Background: an optimization exercise with open tools, aiming at small area. Do not read the settings as production practice. In this exercise RTL edits were held to simulation tests only and were not proved equivalent to the original. Power figures rest on the tool's default switching activity, not on a simulated workload.

## flow/design.v (module list and top-level ports; edited modules follow where they fit)
// module vending_machine: 1086 lines
// module g_fa: 6 lines
// module g_ha: 6 lines
// module g_nand2: 5 lines
// module g_nor2: 5 lines
// module g_nor2b: 5 lines
// module g_and2: 5 lines
// module g_or2: 5 lines
// module g_inv: 5 lines
// module g_xor2: 5 lines
// module g_xnor2: 5 lines
// module g_a21oi: 5 lines
// module g_mux2i: 5 lines
// module g_a22oi: 5 lines
// module g_a222oi: 5 lines
// module g_a22o: 5 lines
module vending_machine(pclk,prst,pvalid,pready,paddr,pwdata,prdata,wr_rd,coin,coin_valid,num_of_tea_reqd,num_of_milk_reqd,num_of_coffee_reqd,num_of_tea_served,num_of_coffee_served,num_of_milk_served,machine_ready);
  // ...
==> flow/flow/run.sh <==
#!/bin/bash
# Own layout flow: the standard synthesis, every logic cell set to its smallest
# drive strength (the flow's timing repair sizes up what needs it), port buffers
# of the smallest buffer then the
# standard layout steps.
set -euo pipefail
bash standard.sh synth > synth.log 2>&1
R=orfs/results/$FLOW_PLATFORM/vending_machine/base
openroad -no_init -exit -threads "${NUM_CORES:-4}" \
  -log downsize.log flow/downsize.tcl > downsize.out 2>&1
bash standard.sh "BUFFER_PORTS_ARGS=-buffer_cell sky130_fd_sc_hd__buf_1" \
  "CTS_ARGS=-sink_clustering_enable -repair_clock_nets -dont_use_dummy_load -buf_list {sky130_fd_sc_hd__clkbuf_4 sky130_fd_sc_hd__clkbuf_8} -sink_clustering_size 12 -sink_clustering_max_diameter 60" \
  finish > layout.log 2>&1
==> flow/flow/downsize.tcl <==
# Swap each combinational cell of the synthesized netlist to the smallest-area
# cell of the same family (same name but the drive-strength suffix).
set res orfs/results/$::env(FLOW_PLATFORM)/vending_machine/base
read_db $res/1_synth.odb
set db [ord::get_db]
set lib_masters {}
foreach lib [$db getLibs] {
  foreach m [$lib getMasters] {
    set n [$m getName]
    if {[regexp {^(.*)_([0-9]+)$} $n -> base drive]} {
      dict lappend lib_masters $base $m
    }
  }
}
set dont_use {}
if {[info exists ::env(DONT_USE_CELLS)]} { set dont_use [split $::env(DONT_USE_CELLS)] }
set swapped 0
foreach inst [[[$db getChip] getBlock] getInsts] {
  set m [$inst getMaster]
  set n [$m getName]
  if {![regexp {^(.*)_([0-9]+)$} $n -> base drive]} { continue }
  if {[regexp {df|dl|sdf|edf|conb|tap|fill|decap|clk} $base]} { continue }
  set best $m
  set ba [expr {[$m getWidth] * [$m getHeight]}]
  foreach c [dict get $lib_masters $base] {
    if {[lsearch -exact $dont_use [$c getName]] >= 0} { continue }
    set a [expr {[$c getWidth] * [$c getHeight]}]
    if {$a < $ba} { set best $c; set ba $a }
  }
  if {$best ne $m} {
    $inst swapMaster $best
    incr swapped
  }
}
puts "downsized $swapped instances"
write_db $res/1_synth.odb
==> flow/standard.sh <==
#!/bin/bash
# synth_recipe.tcl (not shown) runs the flow's synth.tcl, then flattens the netlist and writes it again
# the make line also repeats each setting of config.mk as NAME=value (left out here)
make -C /OpenROAD-flow-scripts/flow DESIGN_CONFIG=/design/flow/config.mk WORK_HOME=/design/flow/orfs CLKGATE_MAP_FILE= SYNTH_SCRIPT=/design/flow/synth_recipe.tcl "${@:-finish}"
==> flow/config.mk <==
export PLATFORM = sky130hd
export DESIGN_NAME = vending_machine
export DESIGN_NICKNAME = vending_machine
export VERILOG_FILES = /design/flow/design.v
export SDC_FILE = /design/flow/constraint.sdc
export NUM_CORES = 4
export LEC_CHECK = 0
export CAP_MARGIN = 5
export CORE_MARGIN = 2
export CORE_UTILIZATION = 70
export GPL_TIMING_DRIVEN = 0
export SLEW_MARGIN = 5
export SYNTH_HIERARCHICAL = 1
==> flow/constraint.sdc <==
create_clock -name core_clock -period 12.0 [get_ports {pclk}]
set_input_delay 2.4000 -clock core_clock [delete_from_list [all_inputs] [get_ports {pclk}]]
set_output_delay 2.4000 -clock core_clock [all_outputs]
set_load 0.01 [all_outputs]
==> summary.md, run 1 <==
| Metric | Value |
|---|---|
| Status | `finished clean` |
| Routing usage on met3 | `8.26%` |
| R2R depth | `31` |
| Final Hold Fails | `0` |
| Sink Count | `102` |
| Vias per inst | `7.21` |
| Die Span Y | `114 um` |
| Crit path max-delay family | `adder cells` |
| Post-route ant nets | `0` |
| Depth of the CTS H-tree | `3` |
| Worst Tran Pin Value | `1.22 ns` |
| Sw power | `1.19 mW` |
| CTS Buffer Depth | `2` |
| Met3 Wirelength | `2270 um` |
| Sequential share of cell area | `29.3%` |
| First DRT Iteration DRCs | `1550` |
| Pwr per Cell Area | `285 nW/um^2` |
| Final Core Density | `77.9%` |
| Initial antenna violation count | `0` |
| Nonclk buf count | `86` |
| Finished Layout Cells | `865` |
| Buf+Inv Stages, Crit Path | `1` |
| CTS Buf Count | `9` |
| Comb pwr | `2.01 mW` |
| Worst Hold Margin | `0.555 ns` |
| Clock-net power | `0.175 mW` |
| Die area | `13100 sq um` |
| M1 WL | `7780 um` |
| Max-slew violation count | `0` |
| Leakage power | `3.29 nW` |
| Worst skew pair latency | `0.38 ns` |
| Endpoint class of the critical path | `register` |
| Cell area after placement | `9050 sq um` |
| Mapped Avg Cell Area | `13.7 sq um` |
| Hold Path Depth | `2` |
==> inputs of run 2 (changes only) <==
--- a/flow/config.mk
+++ b/flow/config.mk
@@ -7,7 +7,7 @@
 export LEC_CHECK = 0
 export CAP_MARGIN = 5
 export CORE_MARGIN = 2
-export CORE_UTILIZATION = 70
+export CORE_UTILIZATION = 55
 export GPL_TIMING_DRIVEN = 0
 export SLEW_MARGIN = 5
 export SYNTH_HIERARCHICAL = 1
==> run 2 against run 1 <==
Net effect: still clean on timing, DRC and antenna; routed wire length rose by 0.85%; critical endpoint unchanged; highest routed layer unchanged; critical path depth unchanged; flip-flop and latch count is the same; cell area increased by 0.74%; combinational power down 4%; register-to-register slack gained 0.04 ns; hold slack about the same; sequential power is essentially flat; synthesized cell count stayed put; worst setup slack gained 0.043 ns.
==> summary.md, run 2 <==
| Metric | Value |
|---|---|
| Status | `finished clean (unchanged)` |
| Area of the mapped netlist | `8540 sq um (unchanged)` |
| Post-synthesis cell count | `625 (unchanged)` |
| Met3 Wirelength | `1380 um (was 2270 um)` |
| Post-route ant nets | `0 (unchanged)` |
| Worst Tran Pin Value | `1.23 ns (was 1.22 ns)` |
| CTS tree | `built (unchanged)` |
| Die area | `16500 sq um (was 13100 sq um)` |
| Initial Util | `56.2% (was 71.4%)` |
| Crit-path slowest cell | `fa_1 (unchanged)` |
| CTS Buffer Depth | `2 (unchanged)` |
| Die Span Y | `129 um (was 114 um)` |
| Most common cell after layout, fill and taps aside | `fa_1 (unchanged)` |
| Syn nets | `841 (unchanged)` |
| Area of the multi-input gates | `5830 sq um (was 5860 sq um)` |
| Post-Route WL | `19400 um (was 19200 um)` |
| Sink Count | `102 (unchanged)` |
| Worst Hold Margin | `0.555 ns (about the same)` |
| Top Metal Used | `met4 (unchanged)` |
| Worst endpoint required time | `12.25 ns (was 12.24 ns)` |
| Worst Setup Start Kind | `register (unchanged)` |
| First-pass GRT wire length | `31200 um (was 30600 um)` |
| Largest stage delay, worst path | `0.55 ns (was 0.54 ns)` |
| PortBufs | `73 (unchanged)` |
| Largest register FFs | `32 (unchanged)` |
| Routability cong. | `0.858 (was 0.901)` |
| Pre-antenna DRT Iters | `11 (was 12)` |
| Share of cells above drive strength 1 | `5.67% (was 5.57%)` |
| Min-delay worst type | `reg -> reg (unchanged)` |
| Mapped Avg Cell Area | `13.7 sq um (unchanged)` |
| Nets | `941 (was 936)` |
| Drc violations | `0 (unchanged)` |
| WS Path Type | `reg -> reg (unchanged)` |
| Endpoint class of the critical path | `register (unchanged)` |
| M1 WL | `9390 um (was 7780 um)` |
| Clock-pin slew on the worst setup and hold paths | `0.10 ns (about the same)` |
| RSZ-0062 raised after global routing | `false` |
| Crit path max fanout | `10 (unchanged)` |
| Final Hold Fails | `0 (unchanged)` |
| Number of antenna diodes | `0 (unchanged)` |
| VDD IR max | `0.155 mV (was 0.162 mV)` |
| Area growth syn-to-layout | `9.95% (was 9.14%)` |
| Leakage power | `3.32 nW (was 3.29 nW)` |
| WL/cell | `21.3 um (was 22.2 um)` |
| Register area | `2730 sq um (unchanged)` |
| Cts hold-fix bufs | `0 (unchanged)` |
| Hpwl dp | `15400 um (was 15300 um)` |
| Final Core Density | `61.8% (was 77.9%)` |
| IO Count | `74 (unchanged)` |
| Vias after detailed routing | `5975 (was 6237)` |
| Vias per inst | `6.56 (was 7.21)` |
| Layout filler cell count | `1249 (was 747)` |
| Worst skew pair latency | `0.38 ns (about the same)` |
| Fin crit share | `96.4% (was 96.7%)` |
| Vias in the first global route | `5882 (was 6094)` |
| Metal2 WL | `8440 um (was 8870 um)` |
| Initial antenna violation count | `0 (unchanged)` |
| Final-report setup violation count | `0 (unchanged)` |
| Most frequent cells in the layout | `fa_1 (145), a222oi_1 (98), buf_1 (73) (was fa_1 (144), a222oi_1 (98), buf_1 (73))` |
| Core Region | `15200 sq um (was 12000 sq um)` |
| Clock root cell | `clkbuf_8 (unchanged)` |
| Reg with most FFs | `credit (unchanged)` |
| CP Data Arrival Time | `11.82 ns (was 11.85 ns)` |
| CTS Buf Count | `9 (unchanged)` |
| Remaining Overflow, GRT | `0 (unchanged)` |
| Layout Skew | `0.0277 ns (was 0.0306 ns)` |
| Max-cap viol count | `0 (unchanged)` |
| First DRT Iteration DRCs | `869 (was 1550)` |
| Fin Setup TNS | `0 ns (unchanged)` |
| GRT Overall Usage | `24.6% (was 30.6%)` |
| Synth warn | `7 (unchanged)` |
| Pwr per Cell Area | `274 nW/um^2 (was 285 nW/um^2)` |
| Fmax | `86.5 MHz (was 86.1 MHz)` |
| Max-slew headroom | `17.8% (was 18.5%)` |
| Cell mode on critical path | `fa_1 (unchanged)` |
| Pwr Total | `2.57 mW (was 2.66 mW)` |
| Largest net degree at the start of global routing | `23 (unchanged)` |
| Max-slew violation count | `0 (unchanged)` |
| Die W | `129 um (was 114 um)` |
| Depth of the CTS H-tree | `3 (unchanged)` |
| Floorplan row count | `45 (was 40)` |
| Post-layout min period | `11.57 ns (was 11.61 ns)` |
-- run 2: critical path, delay by kind of cell, from the launching register on --
family | cells | cell delay (ns)
fa+ha+maj | 20 | 8.86
compound gates | 4 | 0.91
xor+xnor | 1 | 0.19
simple gates | 3 | 0.51
mux | 2 | 0.35
flops | 1 | 0.54
buf+inv | 1 | 0.07
-- run 2: where the power goes --
group          switching [mW]  total, mW  internal (mW)
Clock                   0.112      0.180         0.0677
Combinational           0.977       1.92          0.943
Sequential             0.0406      0.474          0.433
-- run 2: final timing paths --
path	start	to	slack, ns	cells after the start
setup / recovery	milk_cost[0]$_DFFE_PP_	credit[24]$_DFF_P_	0.43	31
hold / removal	credit[27]$_DFF_P_	credit[27]$_DFF_P_	0.55	2
setup reg to reg	milk_cost[0]$_DFFE_PP_	credit[24]$_DFF_P_	0.43	31
hold reg to reg	credit[27]$_DFF_P_	credit[27]$_DFF_P_	0.55	2
-- run 2: metal layers --
metal / up-vias / GRT usage [%]
li1: 2674 / -
met1: 3004 / 38.4
met2: 287 / 35.8
met3: 10 / 4.78
met4: 0 / 6.20
met5: - / 0
-- run 2: through the flow --
stage / area (sq um) / std cells / setup WS, ns
after floorplan: 8550 / 625 / 0.670
final: 9390 / 911 / 0.433
after global placement: 9060 / 886 / -0.893
after detailed placement: 9110 / 888 / -0.654
after global routing: 9390 / 911 / 0.00153
after CTS: 9250 / 897 / 0.154
-- run 2: area by class of cell --
| class | instances | share of cell area, % |
|---|---|---|
| well taps | 188 | 2.50 |
| repair buffers | 89 | 4.28 |
| plain buffers | 2 | 0.0799 |
| clock buffers | 9 | 1.32 |
| multi-input cells | 506 | 62.1 |
| inverters | 15 | 0.600 |
| flip-flops and latches | 102 | 29.1 |
-- run 2: what timing repair did --
item	4_1_cts	5_1_grt
pin swaps	0	2
resized for setup	5	8
setup buffers	0	14
setup endpoints to repair	32	44
==> inputs of run 3 (changes only) <==
--- a/flow/config.mk
+++ b/flow/config.mk
@@ -7,7 +7,7 @@
 export LEC_CHECK = 0
 export CAP_MARGIN = 5
 export CORE_MARGIN = 2
-export CORE_UTILIZATION = 55
+export CORE_UTILIZATION = 62
 export GPL_TIMING_DRIVEN = 0
 export SLEW_MARGIN = 5
 export SYNTH_HIERARCHICAL = 1
==> run 3 against run 2 <==
Net effect: still clean on timing, DRC and antenna; critical path depth is the same; global-route usage is 3.4 points higher; worst setup slack got worse by 0.042 ns; synthesized cell count unchanged; clock-buffer cell count is the same; critical endpoint is now credit[23]$_DFF_P_.
==> summary.md, run 3 <==
| Metric | Value |
|---|---|
| Status | `finished clean (unchanged)` |
| Syn nets | `841 (unchanged)` |
| CTS tree | `built (unchanged)` |
| Crit-path slowest cell | `fa_1 (unchanged)` |
| Routability cong. | `0.858 (about the same)` |
| Nets | `939 (was 941)` |
| Synth warn | `7 (unchanged)` |
| Mapped Avg Cell Area | `13.7 sq um (unchanged)` |
| Vias per inst | `6.77 (was 6.56)` |
| Fin Setup TNS | `0 ns (unchanged)` |
| PnR worst setup slack | `0.391 ns (was 0.433 ns)` |
| Combinational power share | `75.0% (was 74.6%)` |
| Final-report setup violation count | `0 (unchanged)` |
| First DRT Iteration DRCs | `1135 (was 869)` |
| WS Path Type | `reg -> reg (unchanged)` |
| VDD IR max | `0.198 mV (was 0.155 mV)` |
| Worst Setup Start Kind | `register (unchanged)` |
| Initial Util | `64.0% (was 56.2%)` |
| Launch point of the worst path | `milk_cost[1]$_DFFE_PP_ (was milk_cost[0]$_DFFE_PP_)` |
| Clock root cell | `clkbuf_8 (unchanged)` |
| Remaining Overflow, GRT | `0 (unchanged)` |
| CTS Buffer Depth | `2 (unchanged)` |
| Endpoint class of the critical path | `register (unchanged)` |
| Register area | `2730 sq um (unchanged)` |
| Max-slew headroom | `17.0% (was 17.8%)` |
| Layout filler cell count | `976 (was 1249)` |
| Max-slew violation count | `0 (unchanged)` |
| R2R Path Start | `milk_cost[1]$_DFFE_PP_ (was milk_cost[0]$_DFFE_PP_)` |
| Sink Count | `102 (unchanged)` |
| Max-cap viol count | `0 (unchanged)` |
| Cell mode on critical path | `fa_1 (unchanged)` |
| Pre-antenna DRT Iters | `9 (was 11)` |
| IO Count | `74 (unchanged)` |
| Drc violations | `0 (unchanged)` |
| Die W | `121 um (was 129 um)` |
| Fin crit share | `96.7% (was 96.4%)` |
| Share of power burned in registers | `18.3% (was 18.4%)` |
| Share of cells above drive strength 1 | `5.41% (was 5.67%)` |
| Cell area after placement | `9090 sq um (was 9110 sq um)` |
| Initial antenna violation count | `0 (unchanged)` |
| Post-Route WL | `19300 um (was 19400 um)` |
| Final Core Density | `70.1% (was 61.8%)` |
| R2R depth | `31 (unchanged)` |
| Post-layout min period | `11.61 ns (was 11.57 ns)` |
| Area of the mapped netlist | `8540 sq um (unchanged)` |
| Pwr Total | `2.59 mW (was 2.57 mW)` |
| Most common cell after layout, fill and taps aside | `fa_1 (unchanged)` |
| Largest stage delay, worst path | `0.54 ns (was 0.55 ns)` |
| Clock Power Share | `6.8% (was 7.0%)` |
| Area of the multi-input gates | `5830 sq um (about the same)` |
| Die area | `14700 sq um (was 16500 sq um)` |
| Int Pwr | `1.44 mW (about the same)` |
| Critical Path End | `credit[23]$_DFF_P_ (was credit[24]$_DFF_P_)` |
| Worst skew pair latency | `0.38 ns (about the same)` |
| Final Hold Fails | `0 (unchanged)` |
| Most frequent cells in the layout | `fa_1 (145), a222oi_1 (98), buf_1 (73) (unchanged)` |
| Largest register FFs | `32 (unchanged)` |
| GRT Overall Usage | `28.0% (was 24.6%)` |
| Sw power | `1.15 mW (was 1.13 mW)` |
| Layout Skew | `0.0319 ns (was 0.0277 ns)` |
| Die Span Y | `121 um (was 129 um)` |
| CP Data Arrival Time | `11.84 ns (was 11.82 ns)` |
| Vias in the first global route | `5991 (was 5882)` |
| Post-route ant nets | `0 (unchanged)` |
| Area growth syn-to-layout | `9.49% (was 9.95%)` |
| Reg-to-reg endpoint | `credit[23]$_DFF_P_ (was credit[24]$_DFF_P_)` |
| Clock-pin slew on the worst setup and hold paths | `0.10 ns (about the same)` |
| Worst endpoint required time | `12.23 ns (was 12.25 ns)` |
| Number of antenna diodes | `0 (unchanged)` |
| First-pass GRT wire length | `31400 um (was 31200 um)` |
| Floorplan row count | `42 (was 45)` |
| PortBufs | `73 (unchanged)` |
| Crit path max fanout | `10 (unchanged)` |
| Vias after detailed routing | `6072 (was 5975)` |
| Finished Layout Cells | `897 (was 911)` |
| Hpwl dp | `15500 um (was 15400 um)` |
| # placed instances | `875 (was 888)` |
| Post-synthesis cell count | `625 (unchanged)` |
| Setup WS pre-CTS | `-0.542 ns (was -0.654 ns)` |
| Fmax | `86.1 MHz (was 86.5 MHz)` |
| Pwr per Cell Area | `277 nW/um^2 (was 274 nW/um^2)` |
| Final Instance Area | `9350 sq um (was 9390 sq um)` |
| Worst Hold Margin | `0.549 ns (was 0.555 ns)` |
| Core Region | `13300 sq um (was 15200 sq um)` |
| Min-delay worst type | `reg -> reg (unchanged)` |
| Leakage power | `3.31 nW (was 3.32 nW)` |
| CTS Buf Count | `9 (unchanged)` |
| Reg with most FFs | `credit (unchanged)` |
| Register-to-register setup slack | `0.39 ns (was 0.43 ns)` |
| Largest net degree at the start of global routing | `23 (unchanged)` |
| Cts hold-fix bufs | `0 (unchanged)` |
| Worst Tran Pin Value | `1.24 ns (was 1.23 ns)` |
| WL/cell | `21.6 um (was 21.3 um)` |
| Depth of the CTS H-tree | `3 (unchanged)` |
| Switch share | `44.3% (was 43.9%)` |
run 3: how the worst min path moves through the flow:
| stage | from | slack (ns) | cells after the start | endpoint |
|---|---|---|---|---|
| global route | credit[27]$_DFF_P_ | 0.59 | 2 | credit[27]$_DFF_P_ |
| global placement | credit[30]$_DFF_P_ | 0.52 | 2 | credit[30]$_DFF_P_ |
| CTS | credit[26]$_DFF_P_ | 0.56 | 2 | credit[26]$_DFF_P_ |
| detailed placement | credit[25]$_DFF_P_ | 0.54 | 2 | credit[25]$_DFF_P_ |
| finish | credit[27]$_DFF_P_ | 0.55 | 2 | credit[27]$_DFF_P_ |
| floorplan | credit[23]$_DFF_P_ | 0.51 | 2 | credit[23]$_DFF_P_ |
run 3: timing repair:
action / in CTS / in global routing
buffers inserted: 0 / 13
hold endpoints to repair: 0 / 0
pin swaps: 0 / 2
gates resized for setup: 3 / 10
setup endpoints to repair: 26 / 44
run 3: power groups by stage:
stage | registers (mW) | logic, mW | clock network [mW]
floorplan | 0.482 | 1.56 | 0
global placement | 0.480 | 1.82 | 0
detailed placement | 0.483 | 1.90 | 0
CTS | 0.475 | 1.91 | 0.179
global route | 0.482 | 2.19 | 0.193
finish | 0.474 | 1.94 | 0.175
run 3: cell type report:
type                            instances  area share [%]
Clock buffer                            9            1.32
Buffer                                  2          0.0803
Tap cell                              176            2.35
Multi-Input combinational cell        506            62.3
Timing Repair Buffer                   87            4.09
Sequential cell                       102            29.2
Inverter                               15           0.602
run 3: worst max-delay path, delay by kind of cell (launching register included):
family	cells	cell delay [ns]
AOI/OAI and AO/OA	4	0.93
xor gates and xnor gates	2	0.44
adders and majority gates	20	8.77
buffers and inverters	1	0.08
DFF	1	0.52
muxes	2	0.44
and+or+nand+nor	2	0.26
run 3: per-layer routing:
layer	track usage [%]	routed length, um	vias to the layer above
met5	0	0	-
met4	6.11	191	0
met3	6.86	2100	16
met2	41.6	8620	346
met1	42.3	8440	3032
li1	-	-	2678
==> inputs of run 4 (changes only) <==
--- a/flow/flow/run.sh
+++ b/flow/flow/run.sh
@@ -9,5 +9,5 @@
 openroad -no_init -exit -threads "${NUM_CORES:-4}" \
   -log downsize.log flow/downsize.tcl > downsize.out 2>&1
 bash standard.sh "BUFFER_PORTS_ARGS=-buffer_cell sky130_fd_sc_hd__buf_1" \
-  "CTS_ARGS=-sink_clustering_enable -repair_clock_nets -dont_use_dummy_load -buf_list {sky130_fd_sc_hd__clkbuf_4 sky130_fd_sc_hd__clkbuf_8} -sink_clustering_size 12 -sink_clustering_max_diameter 60" \
+  "CTS_ARGS=-sink_clustering_enable -repair_clock_nets -dont_use_dummy_load -buf_list {sky130_fd_sc_hd__clkbuf_8} -sink_clustering_buffer sky130_fd_sc_hd__clkbuf_4 -sink_clustering_size 10 -sink_clustering_max_diameter 50" \
   finish > layout.log 2>&1
--- a/flow/config.mk
+++ b/flow/config.mk
@@ -7,7 +7,7 @@
 export LEC_CHECK = 0
 export CAP_MARGIN = 5
 export CORE_MARGIN = 2
-export CORE_UTILIZATION = 62
+export CORE_UTILIZATION = 55
 export GPL_TIMING_DRIVEN = 0
 export SLEW_MARGIN = 5
 export SYNTH_HIERARCHICAL = 1
==> run 4 against run 3 <==
Net effect: register-to-register slack better by 0.04 ns; critical path depth stayed put; synthesized area stayed put; total power is 0.62% lower; first-iteration DRC count is 23% lower; sequential share of layout area is 0.12 points lower; combinational power hardly changed; final cell count is 1.6% higher; worst setup slack better by 0.042 ns.
==> summary.md, run 4 <==
| Metric | Value |
|---|---|
| First-pass GRT wire length | `31200 um (was 31400 um)` |
| Worst Tran Pin Value | `1.23 ns (was 1.24 ns)` |
| Worst Setup Start Kind | `register (unchanged)` |
| Top Metal Used | `met4 (unchanged)` |
| Drc violations | `0 (unchanged)` |
| Fin Setup TNS | `0 ns (unchanged)` |
| Max-cap viol count | `0 (unchanged)` |
| Hpwl dp | `15400 um (was 15500 um)` |
| Min-delay worst type | `reg -> reg (unchanged)` |
| Cts hold-fix bufs | `0 (unchanged)` |
| Post-layout min period | `11.57 ns (was 11.61 ns)` |
| Pre-antenna DRT Iters | `11 (was 9)` |
| Min-delay src | `credit[27]$_DFF_P_ (unchanged)` |
| Share of cells above drive strength 1 | `5.67% (was 5.41%)` |
| Floorplan row count | `45 (was 42)` |
| Area of the mapped netlist | `8540 sq um (unchanged)` |
| Crit path max fanout | `10 (unchanged)` |
| Final-report setup violation count | `0 (unchanged)` |
| Syn nets | `841 (unchanged)` |
| Reg-to-reg endpoint | `credit[24]$_DFF_P_ (was credit[23]$_DFF_P_)` |
| Number of antenna diodes | `0 (unchanged)` |
| Pwr per Cell Area | `274 nW/um^2 (was 277 nW/um^2)` |
| WL/cell | `21.3 um (was 21.6 um)` |
| Vias in the first global route | `5882 (was 5991)` |
| Post-synthesis cell count | `625 (unchanged)` |
| Clock root cell | `clkbuf_8 (unchanged)` |
| RSZ-0062 raised after global routing | `false` |
| Max-slew headroom | `17.8% (was 17.0%)` |
| Mapped Avg Cell Area | `13.7 sq um (unchanged)` |
| Routability cong. | `0.858 (about the same)` |
| Area growth syn-to-layout | `9.95% (was 9.49%)` |
| Fmax | `86.5 MHz (was 86.1 MHz)` |
| CTS Buffer Depth | `2 (unchanged)` |
| WS Path Type | `reg -> reg (unchanged)` |
| Hold Path Depth | `2 (unchanged)` |
| Largest net degree at the start of global routing | `23 (unchanged)` |
| Register-to-register setup slack | `0.43 ns (was 0.39 ns)` |
| Fin crit share | `96.4% (was 96.7%)` |
| Core Region | `15200 sq um (was 13300 sq um)` |
| Clock-pin slew on the worst setup and hold paths | `0.10 ns (about the same)` |
| Die area | `16500 sq um (was 14700 sq um)` |
| GRT Overall Usage | `24.6% (was 28.0%)` |
| Remaining Overflow, GRT | `0 (unchanged)` |
| Post-route ant nets | `0 (unchanged)` |
| VDD IR max | `0.155 mV (was 0.198 mV)` |
| Initial antenna violation count | `0 (unchanged)` |
| Depth of the CTS H-tree | `3 (unchanged)` |
| Post-Route WL | `19400 um (was 19300 um)` |
| Worst skew pair latency | `0.38 ns (about the same)` |
| R2R depth | `31 (unchanged)` |
| Largest register FFs | `32 (unchanged)` |
| Most common cell after layout, fill and taps aside | `fa_1 (unchanged)` |
| Reg with most FFs | `credit (unchanged)` |
| First DRT Iteration DRCs | `869 (was 1135)` |
| Metal2 WL | `8440 um (was 8620 um)` |
| Max-slew violation count | `0 (unchanged)` |
| Status | `finished clean (unchanged)` |
| Hold path endpoint | `credit[27]$_DFF_P_ (unchanged)` |
| CTS tree | `built (unchanged)` |
| Die W | `129 um (was 121 um)` |
| Pwr Total | `2.57 mW (was 2.59 mW)` |
| Most frequent cells in the layout | `fa_1 (145), a222oi_1 (98), buf_1 (73) (unchanged)` |
| Met3 Wirelength | `1380 um (was 2100 um)` |
| Cell mode on critical path | `fa_1 (unchanged)` |
| PortBufs | `73 (unchanged)` |
| CTS Buf Count | `9 (unchanged)` |
| IO Count | `74 (unchanged)` |
| Synth warn | `7 (unchanged)` |
| Nets | `941 (was 939)` |
| Endpoint class of the critical path | `register (unchanged)` |
| Initial Util | `56.2% (was 64.0%)` |
| Crit-path slowest cell | `fa_1 (unchanged)` |
| Sink Count | `102 (unchanged)` |
| Layout filler cell count | `1249 (was 976)` |
| CP Data Arrival Time | `11.82 ns (was 11.84 ns)` |
| Vias after detailed routing | `5975 (was 6072)` |
| Die Span Y | `129 um (was 121 um)` |
| Worst endpoint required time | `12.25 ns (was 12.23 ns)` |
| Layout Skew | `0.0277 ns (was 0.0319 ns)` |
| R2R Path Start | `milk_cost[0]$_DFFE_PP_ (was milk_cost[1]$_DFFE_PP_)` |
| Largest stage delay, worst path | `0.55 ns (was 0.54 ns)` |
| Vias per inst | `6.56 (was 6.77)` |
| M1 WL | `9390 um (was 8440 um)` |
| Final Hold Fails | `0 (unchanged)` |
| Leakage power | `3.32 nW (was 3.31 nW)` |
==> run 4: per-layer routing <==
| layer | vias up | GRT usage, % |
|---|---|---|
| met1 | 3004 | 38.4 |
| met4 | 0 | 6.20 |
| met5 | - | 0 |
| met3 | 10 | 4.78 |
| met2 | 287 | 35.8 |
| li1 | 2674 | - |
==> run 4: cell type report <==
class / count / area [sq um] / area share (%)
multi-input cells: 506 / 5830 / 62.1
clock buffers: 9 / 124 / 1.32
inverters: 15 / 56.3 / 0.600
flip-flops and latches: 102 / 2730 / 29.1
plain buffers: 2 / 7.51 / 0.0799
well taps: 188 / 235 / 2.50
repair buffers: 89 / 402 / 4.28
==> run 4: where the power goes <==
part           total (mW)  switching [mW]  internal, mW
clock               0.180           0.112        0.0677
sequential          0.474          0.0406         0.433
combinational        1.92           0.977         0.943
total                2.57            1.13          1.44
==> run 4: repair_timing <==
action                                  CTS  global route
resized for setup                         5             8
buffers inserted                          0            14
pin swaps                                 0             2
endpoints found under the setup margin   32            44
==> run 4: through the flow <==
stage / hold slack, ns / utilization (%) / instances / setup slack [ns] / instance area, sq um
3_3_place_gp: 0.517 / 59.6 / 886 / -0.893 / 9060
3_5_place_dp: 0.532 / 59.9 / 888 / -0.654 / 9110
2_1_floorplan: 0.505 / - / 625 / 0.670 / 8550
4_1_cts: 0.560 / 60.9 / 897 / 0.154 / 9250
6_report: 0.555 / 61.8 / 911 / 0.433 / 9390
5_1_grt: 0.587 / 61.8 / 911 / 0.00153 / 9390
==> run 4: worst max-delay path by stage <==
stage                            from                             end  slack [ns]
2_1_floorplan      num_of_tea_reqd[2]               credit[0]$_DFF_P_        0.67
3_3_place_gp       num_of_tea_reqd[2]               credit[3]$_DFF_P_       -0.89
3_5_place_dp       num_of_tea_reqd[2]               credit[8]$_DFF_P_       -0.65
4_1_cts        milk_cost[1]$_DFFE_PP_  num_of_tea_served[3]$_DFFE_PP_        0.15
5_1_grt         tea_cost[1]$_DFFE_PP_              credit[24]$_DFF_P_       0.002
6_report       milk_cost[0]$_DFFE_PP_              credit[24]$_DFF_P_        0.43
==> run 4: critical path, delay by kind of cell (launching register included) <==
| family | cells | cell delay [ns] |
|---|---|---|
| compound gates | 4 | 0.91 |
| simple gates | 3 | 0.51 |
| flops | 1 | 0.54 |
| xor+xnor | 1 | 0.19 |
| buf+inv | 1 | 0.07 |
| mux | 2 | 0.35 |
| fa+ha+maj | 20 | 8.86 |

==> port drivers added, routing unchanged <==
The results above use ideal ports. As a check the final layouts listed here were re-extracted and re-timed, cells and wires unchanged. Step 1, drivers: a clkbuf_16 drives pclk and a buf_2 each remaining input, both assumed. Step 2 also shifts input and output timing later by t, the mid clock arrival at the registers, as if the neighbouring blocks saw the same clock. a / b / c = ideal / step 1 / step 2; a / b = the first two.
run | t, ns | slack for setup (ns) | worst setup path after step 2
run 1 | 0.403 | 0.390 / 0.390 / 0.047 | input to register
run 2 | 0.407 | 0.433 / 0.433 / 0.037 | input to register
run 3 | 0.405 | 0.391 / 0.391 / 0.045 | input to register
run 4 | 0.407 | 0.433 / 0.433 / 0.037 | input to register
After both steps every run listed still meets setup and hold.
